Source: an optimization exercise on an open RTL-to-GDS flow (aim: small area). Production flows keep margins and buffers that such runs may drop. The RTL was checked by simulation tests, not by an equivalence proof against the original design. Power is estimated from default activity; no workload was simulated.

==> trial 57: inputs <==
==> flow/design.v <==
module Module_LowPassFilter	(	qzt_clk,
					clk_in,
					reset,
					k,
					Vin,
					Vout);
input		qzt_clk;
input		clk_in;
input		reset;
input	[3:0]	k;
input signed	[19:0]	Vin;
output signed	[19:0]	Vout;
reg signed	[19:0]	Vout;
reg signed	[19:0]	Vin_old;
reg		clk_in_old;
always @(posedge qzt_clk) begin
	if(clk_in & !clk_in_old)begin
		Vin_old <= Vin;
		Vout <= ((Vin + Vin_old) >>> (k+1)) + Vout - (Vout >>> k);
	end
	clk_in_old <= clk_in;
	if (reset) begin
		Vin_old <= 0;
		Vout <= 0;
		clk_in_old <= 0;
	end
end
endmodule
module lpf_cascade	(	clk,
				rst,
				sample_clk,
				k,
				vin,
				vout,
				vout_valid);
input		clk;
input		rst;
input		sample_clk;
input	[3:0]	k;
input	[13:0]	vin;
output	[19:0]	vout;
output		vout_valid;
reg		vout_valid;
reg		sample_clk_old;
wire	[19:0]	wb_Va_filtered_1;
wire	[19:0]	wb_Va_filtered_2;
wire	[19:0]	wb_Va_filtered_3;
wire	[19:0]	wb_Va_filtered_4;
wire	[19:0]	wb_Va_filtered_5;
assign vout = wb_Va_filtered_5;
always @(posedge clk) begin
	vout_valid <= sample_clk & !sample_clk_old & !rst;
	sample_clk_old <= sample_clk & !rst;
end
Module_LowPassFilter	LPF_1		(	.qzt_clk(clk),
						.clk_in(sample_clk),
						.reset(rst),
						.k(k),
						.Vin({vin[13:0], 6'b000000}),
						.Vout(wb_Va_filtered_1));
Module_LowPassFilter	LPF_2		(	.qzt_clk(clk),
						.clk_in(sample_clk),
						.reset(rst),
						.k(k),
						.Vin(wb_Va_filtered_1),
						.Vout(wb_Va_filtered_2));
Module_LowPassFilter	LPF_3		(	.qzt_clk(clk),
						.clk_in(sample_clk),
						.reset(rst),
						.k(k),
						.Vin(wb_Va_filtered_2),
						.Vout(wb_Va_filtered_3));
Module_LowPassFilter	LPF_4		(	.qzt_clk(clk),
						.clk_in(sample_clk),
						.reset(rst),
						.k(k),
						.Vin(wb_Va_filtered_3),
						.Vout(wb_Va_filtered_4));
Module_LowPassFilter	LPF_5		(	.qzt_clk(clk),
						.clk_in(sample_clk),
						.reset(rst),
						.k(k),
						.Vin(wb_Va_filtered_4),
						.Vout(wb_Va_filtered_5));
endmodule
==> flow/run.sh <==
#!/bin/bash
# synth_recipe.tcl (not shown) runs the flow's synth.tcl, then flattens the netlist and writes it again
# the make line also repeats each setting of config.mk as NAME=value (left out here)
make -C /OpenROAD-flow-scripts/flow DESIGN_CONFIG=/design/flow/config.mk WORK_HOME=/design/flow/orfs CLKGATE_MAP_FILE= SYNTH_SCRIPT=/design/flow/synth_recipe.tcl finish
==> flow/config.mk <==
export PLATFORM = sky130hd
export DESIGN_NAME = lpf_cascade
export DESIGN_NICKNAME = lpf_cascade
export VERILOG_FILES = /design/flow/design.v
export SDC_FILE = /design/flow/constraint.sdc
export NUM_CORES = 4
export LEC_CHECK = 0
export CAP_MARGIN = 20
export CORE_MARGIN = 2
export CORE_UTILIZATION = 40
export PLACE_DENSITY = 0.6
export SLEW_MARGIN = 20
==> flow/constraint.sdc <==
create_clock -name core_clock -period 10.0 [get_ports {clk}]
set_input_delay 2.0000 -clock core_clock [delete_from_list [all_inputs] [get_ports {clk}]]
set_output_delay 2.0000 -clock core_clock [all_outputs]
set_load 0.01 [all_outputs]
==> trial 49: changes against trial 57 <==
==> flow/design.v, changed modules only <==
module lpf_stage_sub	(	in_n,
				w_n,
				v,
				k,
				d_n);
input	[19:0]	in_n;
input	[19:0]	w_n;
input	[19:0]	v;
input	[3:0]	k;
output	[20:0]	d_n;
wire	[20:0]	cs;
wire	[19:0]	s_n;
wire	[20:0]	a_n;
wire	[14:0]	keep;
wire	[20:0]	vm;
wire	[21:0]	ce;
assign cs[0] = 1'b1;
genvar j;
generate
	for (j = 0; j < 20; j = j + 1) begin : g_s
		assign s_n[j] = in_n[j] ^ w_n[j] ^ cs[j];
		assign cs[j+1] = (in_n[j] & w_n[j]) | (cs[j] & (in_n[j] ^ w_n[j]));
	end
	for (j = 0; j < 15; j = j + 1) begin : g_m
		assign keep[j] = (k <= j);
	end
endgenerate
assign a_n = {s_n[19], s_n[19], s_n[19:1]};
assign vm = {v[19], v[19:15], v[14:0] & keep};
assign ce[0] = 1'b0;
generate
	for (j = 0; j < 21; j = j + 1) begin : g_d
		assign d_n[j] = a_n[j] ^ vm[j] ^ ce[j];
		assign ce[j+1] = (a_n[j] & vm[j]) | (ce[j] & (a_n[j] ^ vm[j]));
	end
endgenerate
endmodule
module lpf_stage_acc	(	v,
				d,
				k,
				vn);
input	[19:0]	v;
input	[20:0]	d;
input	[3:0]	k;
output	[19:0]	vn;
wire signed	[20:0]	ds = d;
wire	[20:0]	shf = ds >>> k;
wire	[19:0]	sh = shf[19:0];
wire	[20:0]	c;
assign c[0] = 1'b0;
genvar j;
generate
	for (j = 0; j < 20; j = j + 1) begin : g_v
		assign vn[j] = v[j] ^ sh[j] ^ c[j];
		assign c[j+1] = (v[j] & sh[j]) | (c[j] & (v[j] ^ sh[j]));
	end
endgenerate
endmodule
module lpf_cascade	(	clk,
				rst,
				sample_clk,
				k,
				vin,
				vout,
				vout_valid);
input		clk;
input		rst;
input		sample_clk;
input	[3:0]	k;
input	[13:0]	vin;
output	[19:0]	vout;
output		vout_valid;
reg		vout_valid;
reg		sample_clk_old;
reg	[13:0]	vin_h;
reg	[3:0]	k_h;
reg	[2:0]	ph;
reg	[1:0]	clr_n;
reg		pend;
reg		run;
reg		run2;
reg	[19:0]	V0, V1, V2, V3, V4;
reg	[19:0]	W0, W1, W2, W3, W4;
reg	[20:0]	d_r;
wire		sample = sample_clk & !sample_clk_old;
wire		ph4 = (ph == 3'd4);
wire		clr = (clr_n != 2'd0);
wire	[19:0]	in_n = ~((ph4 & !clr) ? {vin_h, 6'b000000} : V1);
wire	[20:0]	d_n;
wire	[19:0]	vn;
lpf_stage_sub	SUB	(	.in_n(in_n),
				.w_n(W0),
				.v(V0),
				.k(k_h),
				.d_n(d_n));
lpf_stage_acc	ACC	(	.v(V4),
				.d(d_r),
				.k(k_h),
				.vn(vn));
assign vout = V3;
always @(posedge clk) begin
	sample_clk_old <= sample_clk & !rst;
	if (sample) begin
		vin_h <= vin;
		k_h <= k;
	end
	if (rst) begin
		ph <= 3'd3;
		clr_n <= 2'd2;
		pend <= 1'b0;
		run <= 1'b0;
		run2 <= 1'b0;
		vout_valid <= 1'b0;
	end else begin
		ph <= ph4 ? 3'd0 : ph + 3'd1;
		if (ph4) begin
			if (clr)
				clr_n <= clr_n - 2'd1;
			run <= (pend | sample) & (clr_n[1] == 1'b0);
			pend <= (pend | sample) & clr_n[1];
		end else begin
			pend <= pend | sample;
		end
		run2 <= run;
		vout_valid <= run2 & (ph == 3'd1);
	end
	d_r <= ~(d_n | {21{!run}});
	V0 <= V1;
	V1 <= V2;
	V2 <= V3;
	V3 <= (rst | clr) ? 20'd0 : vn;
	V4 <= V0;
	W0 <= W1;
	W1 <= W2;
	W2 <= W3;
	W3 <= W4;
	W4 <= (run | clr) ? in_n : W0;
end
endmodule
// module Module_LowPassFilter removed
==> flow/flow/run.sh (new file) <==
#!/bin/bash
# Standard ORFS layout (the standard.sh) with a single small buffer on
# each port and a clock tree built from small clock buffers without dummy
# loads. Each tool's output goes to standard.log.
set -euo pipefail
export BUFFER_PORTS_ARGS="-buffer_cell sky130_fd_sc_hd__buf_1"
export CTS_ARGS="-sink_clustering_enable -repair_clock_nets -dont_use_dummy_load -buf_list {sky130_fd_sc_hd__clkbuf_4 sky130_fd_sc_hd__clkbuf_8} -sink_clustering_size 20 -sink_clustering_max_diameter 60"
bash standard.sh > standard.log 2>&1
==> flow/standard.sh (new file) <==
#!/bin/bash
# synth_recipe.tcl (not shown) runs the flow's synth.tcl, then flattens the netlist and writes it again
# the make line also repeats each setting of config.mk as NAME=value (left out here)
make -C /OpenROAD-flow-scripts/flow DESIGN_CONFIG=/design/flow/config.mk WORK_HOME=/design/flow/orfs CLKGATE_MAP_FILE= SYNTH_SCRIPT=/design/flow/synth_recipe.tcl "${@:-finish}"
--- a/flow/config.mk
+++ b/flow/config.mk
@@ -6,7 +6,8 @@
 export NUM_CORES = 4
 export LEC_CHECK = 0
+export ABC_AREA = 1
 export CAP_MARGIN = 20
 export CORE_MARGIN = 2
-export CORE_UTILIZATION = 40
-export PLACE_DENSITY = 0.6
+export CORE_UTILIZATION = 65
+export PLACE_DENSITY = 0.8
 export SLEW_MARGIN = 20
removed: flow/run.sh
==> trial 14: changes against trial 57 <==
==> flow/design.v, changed modules only <==
module lpf_stage_sub	(	in,
				w,
				v,
				k,
				d,
				b);
input	[19:0]	in;
input	[19:0]	w;
input	[19:0]	v;
input	[3:0]	k;
output	[20:0]	d;
output		b;
wire	[20:0]	cs;
wire	[19:0]	s;
wire	[20:0]	a;
wire	[20:0]	nv;
wire	[21:0]	cd;
assign cs[0] = 1'b0;
genvar j;
generate
	for (j = 0; j < 20; j = j + 1) begin : g_s
		assign s[j] = in[j] ^ w[j] ^ cs[j];
		assign cs[j+1] = (in[j] & w[j]) | (cs[j] & (in[j] ^ w[j]));
	end
endgenerate
assign a = {s[19], s[19], s[19:1]};
assign nv = ~{v[19], v};
assign cd[0] = 1'b1;
generate
	for (j = 0; j < 21; j = j + 1) begin : g_d
		assign d[j] = a[j] ^ nv[j] ^ cd[j];
		assign cd[j+1] = (a[j] & nv[j]) | (cd[j] & (a[j] ^ nv[j]));
	end
endgenerate
wire	[15:0]	cdk = cd[15:0];
assign b = ~cdk[k];
endmodule
module lpf_stage_acc	(	v,
				d,
				b,
				k,
				vn);
input	[19:0]	v;
input	[20:0]	d;
input		b;
input	[3:0]	k;
output	[19:0]	vn;
wire signed	[20:0]	ds = d;
wire	[20:0]	shf = ds >>> k;
wire	[19:0]	sh = shf[19:0];
wire	[20:0]	c;
assign c[0] = b;
genvar j;
generate
	for (j = 0; j < 20; j = j + 1) begin : g_v
		assign vn[j] = v[j] ^ sh[j] ^ c[j];
		assign c[j+1] = (v[j] & sh[j]) | (c[j] & (v[j] ^ sh[j]));
	end
endgenerate
endmodule
module lpf_cascade	(	clk,
				rst,
				sample_clk,
				k,
				vin,
				vout,
				vout_valid);
input		clk;
input		rst;
input		sample_clk;
input	[3:0]	k;
input	[13:0]	vin;
output	[19:0]	vout;
output		vout_valid;
reg		vout_valid;
reg		sample_clk_old;
reg	[13:0]	vin_h;
reg	[3:0]	k_h;
reg	[2:0]	ph;
reg		clr;
reg		pend;
reg		run;
reg		run2;
reg	[19:0]	V0, V1, V2, V3, V4;
reg	[19:0]	W0, W1, W2, W3, W4;
reg	[20:0]	d_r;
reg		b_r;
wire		sample = sample_clk & !sample_clk_old;
wire		ph4 = (ph == 3'd4);
wire		zero = rst | clr;
wire	[19:0]	in = ph4 ? {vin_h, 6'b000000} : V1;
wire	[20:0]	d;
wire		b;
wire	[19:0]	vn;
lpf_stage_sub	SUB	(	.in(in),
				.w(W0),
				.v(V0),
				.k(k_h),
				.d(d),
				.b(b));
lpf_stage_acc	ACC	(	.v(V4),
				.d(d_r),
				.b(b_r),
				.k(k_h),
				.vn(vn));
assign vout = V3;
always @(posedge clk) begin
	sample_clk_old <= sample_clk & !rst;
	if (sample) begin
		vin_h <= vin;
		k_h <= k;
	end
	if (rst) begin
		ph <= 3'd1;
		clr <= 1'b1;
		pend <= 1'b0;
		run <= 1'b0;
		run2 <= 1'b0;
		vout_valid <= 1'b0;
	end else begin
		ph <= ph4 ? 3'd0 : ph + 3'd1;
		if (ph4)
			clr <= 1'b0;
		if (ph4) begin
			run <= pend | sample;
			pend <= 1'b0;
		end else begin
			pend <= pend | sample;
		end
		run2 <= run;
		vout_valid <= run2 & (ph == 3'd1);
	end
	d_r <= run ? d : 21'd0;
	b_r <= run & b;
	V0 <= V1;
	V1 <= V2;
	V2 <= V3;
	V3 <= zero ? 20'd0 : vn;
	V4 <= V0;
	W0 <= W1;
	W1 <= W2;
	W2 <= W3;
	W3 <= W4;
	W4 <= zero ? 20'd0 : (run ? in : W0);
end
endmodule
// module Module_LowPassFilter removed
==> comparison table <==
metric                                                          trial 49                  trial 14                         trial 57
Total area of multi-input combinational cells                  2820 um^2                 3200 um^2                      21,200 um^2
Clock buf count                                                       16                        30                               17
Worst reg2reg endpoint                                   d_r[19]$_DFF_P_        d_r[19]$_SDFF_PN0_      LPF_2.Vout[18]$_SDFFE_PP0P_
Maximum vdd ir drop                                             0.142 mV                  0.146 mV                         0.222 mV
Outcome                                                   finished clean            finished clean                   finished clean
Biggest area consumer among cell classes          flip-flops and latches    flip-flops and latches  multi-input combinational cells
Wire length of the first global-routing pass                     25.3 mm                   27.9 mm                           142 mm
Most common cell in the netlist                 sky130_fd_sc_hd__dfxtp_1  sky130_fd_sc_hd__dfxtp_1         sky130_fd_sc_hd__nand2_1
Power of the combinational group                               0.0687 mW                 0.0775 mW                                -
CP Capture Point                                         d_r[19]$_DFF_P_        d_r[19]$_SDFF_PN0_      LPF_2.Vout[18]$_SDFFE_PP0P_
Post-CTS setup repair buffer count                                     0                         2                                0
Vias post-DR                                                       4,914                     4,796                           26,800
Cell Area, Synth                                               8460 um^2                 8610 um^2                      27,100 um^2
Multi-input gate share of the layout cell area                     0.315                     0.305                            0.736
Worst setup path class                            flip-flop to flip-flop    flip-flop to flip-flop           input pin to flip-flop
Share of total power in sequential cells                           0.677                     0.502                            0.147
Peak per-stage delay on the critical path                        0.50 ns                   0.53 ns                          0.80 ns

separate check: timing with driven ports:
In the flow no input, the clock included, has a driving cell. The finished layouts below were timed again as built, in two steps. Step 1, drivers: a clkbuf_16 drives clk and a buf_2 each remaining input, both assumed. Step 2 moves the port delays by t, midway between the first and last clock arrival at a register: inputs arrive t later, outputs are due t later. That takes back most of the time a late clock gives input paths. Three values: no drivers, after step 1, after step 2; two values: the first two.
run | shift t [ns] | slack for setup (ns) | worst hold slack (ns) | worst setup path after step 2 | worst slew at a driven data input, ns
trial 57 | 0.592 | 1.541 / 1.571 / 0.979 | 0.390 / 0.390 / 0.390 | input to register | 0.14
trial 49 | 0.534 | 0.512 / 0.512 / 0.512 | 0.310 / 0.310 / 0.310 | register to register | 0.03
trial 14 | 0.569 | 0.377 / 0.377 / 0.377 | 0.323 / 0.323 / 0.323 | register to register | 0.03
After both steps every run listed still meets setup and hold. For trial 57, which loses most, drivers alone change the setup slack by +0.030 ns; drivers and shift together by -0.562 ns.
